Context: an optimization exercise on an open-source flow, tuned for small area and a short achievable clock period. The choices shown serve that exercise and are no tape-out recipe.
Only simulation tests tie the RTL to the original design; equivalence was not proved.
Power figures rest on the tool's default switching activity, not on a simulated workload.

## before
## datapath_mi
module datapath_mi(clk, rst, data, control_word, K, I, alu_status, r0, r1, r2, r3, r4, r5, r6, r7);
	input clk, rst;
	input [21:0] control_word;
	input [7:0] K;
	output [15:0] I;
	output [3:0] alu_status;
	output [7:0] data, r0, r1, r2, r3, r4, r5, r6, r7;
	wire sl     = control_word[21];
	wire il     = control_word[20];
	wire pcl    = control_word[19];
	wire mr     = control_word[18];
	wire mw     = control_word[17];
	wire b_sel  = control_word[16];
	wire a_sel  = control_word[15];
	wire en_alu = control_word[14];
	wire ci     = control_word[13];
	wire [2:0] FS = control_word[12:10];
	wire w      = control_word[9];
	wire [2:0] SB = control_word[8:6];
	wire [2:0] SA = control_word[5:3];
	wire [2:0] DA = control_word[2:0];
	reg [7:0] R [0:6];
	reg [7:0] PC;
	reg [7:0] IR;
	reg [3:0] ST;
	reg [7:0] A, B;
	always @* begin
		case (SA)
			3'd0: A = R[0];
			3'd1: A = R[1];
			3'd2: A = R[2];
			3'd3: A = R[3];
			3'd4: A = R[4];
			3'd5: A = R[5];
			3'd6: A = R[6];
			default: A = 8'd0;
		endcase
		if (a_sel) A = PC;
		case (SB)
			3'd0: B = R[0];
			3'd1: B = R[1];
			3'd2: B = R[2];
			3'd3: B = R[3];
			3'd4: B = R[4];
			3'd5: B = R[5];
			3'd6: B = R[6];
			default: B = 8'd0;
		endcase
		if (b_sel) B = K;
	end
	wire inv = FS[0] & FS[1];
	wire [7:0] Bs = B ^ {8{inv}};
	wire [8:0] sum = {1'b0, A} + {1'b0, Bs} + {8'd0, ci};
	reg [7:0] F;
	always @* begin
		case (FS)
			3'b000: F = A & Bs;
			3'b001: F = A | Bs;
			3'b010: F = sum[7:0];
			3'b011: F = sum[7:0];
			3'b100: F = A << B[2:0];
			3'b101: F = A >> B[2:0];
			3'b110: F = A ^ Bs;
			default: F = 8'd0;
		endcase
	end
	wire Z = (F == 8'd0);
	wire N = F[7];
	wire C = sum[8];
	wire V = ~(A[7] ^ Bs[7]) & (F[7] ^ A[7]);
	wire ram_rd = mr & ~mw & ~K[7] & ~en_alu;    
	wire ram_wr = mw & ~K[7];
	wire [7:0] lo = 8'd1 << K[2:0];
	wire [15:0] hi = 16'd1 << K[6:3];
	wire [127:0] rsel, wsel;
	wire [7:0] q [0:127];
	genvar i, b, g;
	generate
  ...
Size: about 1,100 flip-flops, about 120 I/O pins, roughly 42,000 um^2 of cells after synthesis.
make LEC_CHECK=0 CAP_MARGIN=20 CORE_MARGIN=2 CORE_UTILIZATION=40 SETUP_SLACK_MARGIN=4 SLEW_MARGIN=20 SYNTH_HIERARCHICAL=1 SYNTH_MINIMUM_KEEP_SIZE=0 finish   # period 11.0 ns
run.sh (not shown) runs the stock make flow with config.mk's settings and CLKGATE_MAP_FILE= SYNTH_SCRIPT=/design/flow/synth_recipe.tcl, a recipe that flattens the netlist after the stock synthesis.
Modified inputs, after compared to before
Settings: changing CORE_UTILIZATION from 40 to 55; setting CTS_BUF_LIST to sky130_fd_sc_hd__clkbuf_4 for the first time.
==> summary.txt <==
- Between before and after, the flow reports placed instance area decreasing slightly.
- Per the comparison of after with before, met3 demand-to-capacity share in global routing went up 2.7 points, final cell area excluding filler cells dropped about 1.3%, first-pass GRT wire length ~0 delta.
- Area added between synthesis and finish: after < before
- The global routing usage summed across all routing layers number comes out lower for before vs after.
- | shortest period the worst path allows | after vs before | better |
- after vs. before: fraction of power consumed by the clock network now sits lower, combined area of all synthesized cells closely matched the old numbers, post-layout instance count excluding filler cells lost 157.

========
== sierra ==
Another version of the RTL of datapath_mi (not shown whole).
Size in the first run: about 2,400 cells after synthesis, ~1,100 flip-flops, roughly 120 I/O pins, about 0.042 mm2 of cells after synthesis.
// datapath_mi
module datapath_mi(clk, rst, data, control_word, K, I, alu_status, r0, r1, r2, r3, r4, r5, r6, r7);
clock: 11.0 ns
lec_check: 0
cap_margin: 20
core_margin: 2
core_utilization: 65
cts_buf_list: sky130_fd_sc_hd__clkbuf_8
cts_cluster_diameter: 60
cts_cluster_size: 16
setup_slack_margin: 4
slew_margin: 20
synth_hierarchical: 1
synth_minimum_keep_size: 0
tns_end_percent: 0
standard.sh (not shown) runs the stock make flow with config.mk's settings and CLKGATE_MAP_FILE= SYNTH_SCRIPT=/design/flow/synth_recipe.tcl, a recipe that flattens the netlist after the stock synthesis.
==> flow/flow/run.sh <==
#!/bin/bash
set -euo pipefail
bash standard.sh BUFFER_PORTS_ARGS="-buffer_cell sky130_fd_sc_hd__buf_2" finish > standard_flow.log 2>&1
sierra ended with every stage complete and zero timing, DRC or antenna violations.
--- input diff sierra..raven ---
- CTS_BUF_LIST: sky130_fd_sc_hd__clkbuf_8 -> unset
- CTS_CLUSTER_DIAMETER: 60 -> 80
- CTS_CLUSTER_SIZE: 16 -> 25
Results
- raven was carried through to the last stage, and its layout satisfied the timing, design-rule and antenna checks.
- Compared with sierra, in raven post-route minimum period decreased by 0.016 ns relative to the old numbers; final non-filler cell area higher; fraction of area in registers went down; overall power of the completed layout picked up an extra 250 uW; power spent charging and discharging nets has increased.
- sierra and raven ended up with roughly the same fmax.
- Between raven and sierra, the worst slack after detailed placement figures differ only marginally.
- Summary — global-route track usage on met1, raven relative to sierra: lower, by 0.40 points.
- Compared with sierra, raven shows worst hold slack higher by 0.0085 ns.

========
Setup of trial 62:
Another version of the RTL of datapath_mi (not shown whole).
For scale: ~2,300 cells after synthesis, roughly 1,100 flip-flops, about 120 I/O pins.
==> flow/design.v (excerpt) <==
module datapath_mi(clk, rst, data, control_word, K, I, alu_status, r0, r1, r2, r3, r4, r5, r6, r7);
clock: 11.0 ns
lec_check: 0
cap_margin: 20
core_margin: 2
core_utilization: 55
cts_cluster_diameter: 80
cts_cluster_size: 30
setup_slack_margin: 4
slew_margin: 20
synth_hierarchical: 1
synth_minimum_keep_size: 0
run.sh (not shown) runs the stock make flow with config.mk's settings and CLKGATE_MAP_FILE= SYNTH_SCRIPT=/design/flow/synth_recipe.tcl, a recipe that flattens the netlist after the stock synthesis.
Stock flow here: none of the scripts above is used.
Modified inputs, build 9 compared to trial 62
Settings: a deleted CTS_CLUSTER_SIZE that had been 30; a deleted CTS_CLUSTER_DIAMETER that had been 80.
[summary]
The setup slack of the critical path after layout of build 9 and that of trial 62 are within noise of each other. Compared to trial 62, the routing of build 9 uses more wire. Trial 62 vs build 9, worst setup path startpoint: K[7] vs control_word[14]. Of build 9 and trial 62, the lower final area belongs to trial 62. [compare] base=trial 62 new=build 9: number of gates on the worst path with buffers counted rose 1, growth of design area from synthesis to finish rose 5.0 points, minimum clock period after layout about even, maximum clock rate about even. Compared with trial 62, in build 9 wire length the detailed router placed on met1 has decreased; number of enable flip-flop cells after synthesis has remained practically unchanged; minimum setup slack among reg-to-reg paths has decreased; worst-case hold slack has decreased.

## re-timing with driven ports
No port has a modelled driver above. Below, the same layouts with a new extraction and two added sets of constraints.
Step 1: set_driving_cell puts a clkbuf_16 on clk and a buf_2 on each other input, an assumption about the parent block.
Step 2 moves the port delays by t, midway between the first and last clock arrival at a register: inputs arrive t later, outputs are due t later. That takes back most of the time a late clock gives input paths.
Slacks: ideal / step 1 / step 2; pairs: ideal / step 1.
| run | t, ns | slack for setup (ns) | latest minus earliest clock arrival (ns) | worst register clock-pin slew, ns | pins driven straight from the clock port |
|---|---|---|---|---|---|
| before | 0.738 | 2.954 / 2.904 / 2.904 | 0.043 / 0.042 | 0.06 / 0.06 | 1 |
| after | 1.174 | 3.041 / 2.877 / 2.877 | 0.100 / 0.100 | 0.08 / 0.08 | 1 |
| sierra | 0.782 | 3.948 / 3.884 / 3.884 | 0.041 / 0.041 | 0.11 / 0.11 | 1 |
| raven | 0.707 | 3.964 / 3.902 / 3.902 | 0.033 / 0.032 | 0.10 / 0.10 | 1 |
| trial 62 | 0.699 | 3.402 / 3.340 / 3.103 | 0.060 / 0.060 | 0.11 / 0.11 | 1 |
| build 9 | 0.725 | 3.401 / 3.336 / 2.964 | 0.047 / 0.048 | 0.07 / 0.07 | 1 |
After both steps every run listed still meets setup and hold. For build 9, which loses most, drivers alone change the setup slack by -0.065 ns; drivers and shift together by -0.437 ns.
